Context: an optimization exercise on an open-source flow, tuned for a short achievable clock period and few clock cycles. The choices shown serve that exercise and are no tape-out recipe.
In this exercise RTL edits were held to simulation tests only and were not proved equivalent to the original.

== rev 12 ==
## myCPU
module myCPU (
    input  wire         cpu_rst,
    input  wire         cpu_clk,
    output wire [13:0]  inst_addr,
    input  wire [31:0]  inst,
    output wire [31:0]  Bus_addr,
    input  wire [31:0]  Bus_rdata,
    output wire         Bus_wen,
    output wire [31:0]  Bus_wdata
);
Size: roughly 8000 cells after synthesis, ~2300 flip-flops, roughly 150 I/O pins, ~110000 um2 of cells after synthesis.
==> flow/config.mk <==
export PLATFORM = sky130hd
export DESIGN_NAME = myCPU
export DESIGN_NICKNAME = myCPU
export VERILOG_FILES = /design/flow/design.v
export SDC_FILE = /design/flow/constraint.sdc
export NUM_CORES = 4
export LEC_CHECK = 0
export ABC_CLOCK_PERIOD_IN_PS = 3000
export CAP_MARGIN = 20
export CORE_MARGIN = 2
export CORE_UTILIZATION = 40
export SETUP_SLACK_MARGIN = 5.0
export SLEW_MARGIN = 20
==> flow/constraint.sdc <==
create_clock -name core_clock -period 8.5 [get_ports {cpu_clk}]
set_input_delay 1.7000 -clock core_clock [delete_from_list [all_inputs] [get_ports {cpu_clk}]]
set_output_delay 1.7000 -clock core_clock [all_outputs]
set_load 0.01 [all_outputs]
run.sh (not shown) runs the stock make flow with config.mk's settings and CLKGATE_MAP_FILE= SYNTH_SCRIPT=/design/flow/synth_recipe.tcl, a recipe that flattens the netlist after the stock synthesis.
Testbench counts of rev 12, summed over its fixed seeds: cycles 208,666.
#### Input delta (rev 13 over rev 12)
-- flow/design.v --
<<< rev 12, line 97
reg         ID_pred, ID_pnt;
reg  [31:0] ID_pnext;
reg  [31:0] ID_jr1, ID_jr2;
reg         EX_valid;
reg  [31:0] EX_A, EX_Bx, EX_S;
>>> rev 13, line 97
reg         ID_pred, ID_pnt;
reg  [31:0] ID_pnext;
reg  [15:0] ID_jr1, ID_jr2;
reg         ID_jr1x, ID_jr2x;
reg         EX_valid;
reg  [31:0] EX_A, EX_Bx, EX_S;
<<< rev 12, line 107
reg  [2:0]  EX_f3;
reg         EX_pnpc4;
reg  [31:0] EX_pnext, EX_chk, EX_tgt, EX_pc4, EX_pc;
reg         mis_r;
>>> rev 13, line 108
reg  [2:0]  EX_f3;
reg         EX_pnpc4;
reg         EX_zadd;
reg  [31:0] EX_nimm;
reg  [31:0] EX_pnext, EX_chk, EX_tgt, EX_pc4, EX_pc;
reg         mis_r;
<<< rev 12, line 141
wire [31:0] f_imm_j = {{11{fs}}, fs, inst[19:12], inst[20], inst[30:21], 1'b0};
wire [31:0] f_imm_i = {{20{fs}}, inst[31:20]};
wire [31:0] f_jr1, f_jr2, f_unr1, f_unr2;
ksadd #(32) u_jr1 (.a(ID_pc4), .b(f_imm_i), .ci(1'b0), .s(f_jr1), .sn(f_unr1));
ksadd #(32) u_jr2 (.a(EX_pc4), .b(f_imm_i), .ci(1'b0), .s(f_jr2), .sn(f_unr2));
wire        f_jal = (inst[6:0] == 7'b1101111);
wire        f_bwd = (inst[6:0] == 7'b1100011) & fs;
>>> rev 13, line 144
wire [31:0] f_imm_j = {{11{fs}}, fs, inst[19:12], inst[20], inst[30:21], 1'b0};
wire [31:0] f_imm_i = {{20{fs}}, inst[31:20]};
wire [16:0] f_jr1, f_jr2, f_unr1, f_unr2;
ksadd #(17) u_jr1 (.a({1'b0, ID_pc4[15:0]}), .b({1'b0, f_imm_i[15:0]}), .ci(1'b0), .s(f_jr1), .sn(f_unr1));
ksadd #(17) u_jr2 (.a({1'b0, EX_pc4[15:0]}), .b({1'b0, f_imm_i[15:0]}), .ci(1'b0), .s(f_jr2), .sn(f_unr2));
wire        f_jal = (inst[6:0] == 7'b1101111);
wire        f_bwd = (inst[6:0] == 7'b1100011) & fs;
<<< rev 12, line 185
ksadd #(32) u_chk (.a(ID_pnext), .b(~imm_i), .ci(1'b1), .s(id_chk), .sn(id_chkn));
wire sub_id = is_br | (is_r & (f3 == 3'b000) & ID_inst[30]);
wire [31:0] mem_fwd = MEM_ld ? Bus_rdata : MEM_res;
wire [31:0] tgt_r = tgt_s ? tgt_a : tgt_n;
>>> rev 13, line 188
ksadd #(32) u_chk (.a(ID_pnext), .b(~imm_i), .ci(1'b1), .s(id_chk), .sn(id_chkn));
wire sub_id = is_br | (is_r & (f3 == 3'b000) & ID_inst[30]);
wire [31:0] id_nimm, id_nimmn;
ksadd #(32) u_nimm (.a(32'd0), .b(~imm), .ci(1'b1), .s(id_nimm), .sn(id_nimmn));
wire [31:0] mem_fwd = MEM_ld ? Bus_rdata : MEM_res;
wire [31:0] tgt_r = tgt_s ? tgt_a : tgt_n;
<<< rev 12, line 205
wire lk_mem = ~h1_ex & h1_mem & MEM_link;
wire [31:0] lk_val = lk_ex ? EX_pc4 : MEM_res;
wire [31:0] jr_tgt = lk_ex ? ID_jr1 : ID_jr2;
wire jr_ok    = is_jalr & (lk_ex | lk_mem);
wire st_taken = jr_ok;
wire id_rd    = ~ID_pred & st_taken;
wire redir_id = ID_live & id_rd & ~stall;
wire [31:0] rd_tgt = jr_tgt;
wire [31:0] sum, sumn;
ksadd #(32) u_alu (.a(EX_A), .b(EX_Bx), .ci(EX_sub), .s(sum), .sn(sumn));
>>> rev 13, line 210
wire lk_mem = ~h1_ex & h1_mem & MEM_link;
wire [31:0] lk_val = lk_ex ? EX_pc4 : MEM_res;
wire [31:0] jr_tgt = lk_ex ? {EX_pc4[31:16], ID_jr1} : {MEM_res[31:16], ID_jr2};
wire jr_ok    = is_jalr & ((lk_ex & ID_jr1x) | (lk_mem & ID_jr2x));
wire st_taken = jr_ok;
wire id_rd    = ~ID_pred & st_taken;
wire eqz      = (EX_A == EX_nimm);
wire id_nt    = ID_pred & is_br & ~f3[2] & (rs2 == 5'd0) & h1_ex & EX_zadd & (f3[0] ? eqz : ~eqz);
wire redir_id = ID_live & (id_rd | id_nt) & ~stall;
wire [31:0] rd_tgt = id_nt ? ID_pc4 : jr_tgt;
wire [31:0] sum, sumn;
ksadd #(32) u_alu (.a(EX_A), .b(EX_Bx), .ci(EX_sub), .s(sum), .sn(sumn));
<<< rev 12, line 331
    ID_pnt   <= btb_any & btb_ex;
    ID_pnext <= pred_nxt;
    ID_jr1   <= f_jr1;
    ID_jr2   <= f_jr2;
  end
  EX_A       <= fwd1;
>>> rev 13, line 338
    ID_pnt   <= btb_any & btb_ex;
    ID_pnext <= pred_nxt;
    ID_jr1   <= f_jr1[15:0];
    ID_jr2   <= f_jr2[15:0];
    ID_jr1x  <= (f_jr1[16] == fs);
    ID_jr2x  <= (f_jr2[16] == fs);
  end
  EX_A       <= fwd1;
<<< rev 12, line 349
  EX_rd      <= rd;
  EX_f3      <= f3;
  EX_pnext   <= id_rd ? rd_tgt : ID_pnext;
  EX_pnpc4   <= ~id_rd & (ID_pnext == ID_pc4);
  EX_chk     <= (id_rd & is_jalr) ? lk_val : id_chk;
  EX_tgt     <= id_tgt;
>>> rev 13, line 358
  EX_rd      <= rd;
  EX_f3      <= f3;
  EX_pnext   <= id_rd ? jr_tgt : id_nt ? ID_pc4 : ID_pnext;
  EX_pnpc4   <= id_nt | (~id_rd & (ID_pnext == ID_pc4));
  EX_zadd    <= (is_i & (f3 == 3'b000)) | is_lui;
  EX_nimm    <= id_nimm;
  EX_chk     <= (id_rd & is_jalr) ? lk_val : id_chk;
  EX_tgt     <= id_tgt;
--- outcome ---
Compared rev 13 vs rev 12, and overall die width is down in rev 13. Comparing rev 12 and rev 13, the higher final critical delay including setup and external delays was measured on rev 13. Comparing rev 13 with rev 12, the synthesized area per cell came out essentially unchanged. Rev 13 vs. rev 12: data arrival time of the worst path saw an increase; utilization picked up an extra 0.21 points; multi-input combinational area share down 0.49 points; quantity of I/O buffers inserted on ports stayed essentially flat.
Testbench counts of rev 13, summed over its fixed seeds: cycles 205,280.

[static timing again, ports no longer ideal]
No port has a modelled driver above. Below, the same layouts with a new extraction and two added sets of constraints. Step 1: set_driving_cell puts a clkbuf_16 on cpu_clk and a buf_2 on each other input, an assumption about the parent block. Step 2, shift: input delay + t, output delay - t, t = (earliest + latest rising clock arrival at the registers) / 2. This alone moves slack from input paths to output paths. Slacks: ideal / step 1 / step 2; pairs: ideal / step 1.
| run | shift t [ns] | slack for setup (ns) | worst setup path at the end | latest minus earliest clock arrival (ns) | cell pins on the clock port's net |
|---|---|---|---|---|---|
| rev 12 | 1.000 | 4.940 / 4.933 / 4.032 | input to register | 0.124 / 0.124 | 1 |
| rev 13 | 0.986 | 4.905 / 4.905 / 4.107 | input to register | 0.128 / 0.127 | 1 |
After both steps setup and hold are still met in every run listed. For rev 12, which loses most, drivers alone change the setup slack by -0.007 ns; drivers and shift together by -0.908 ns.
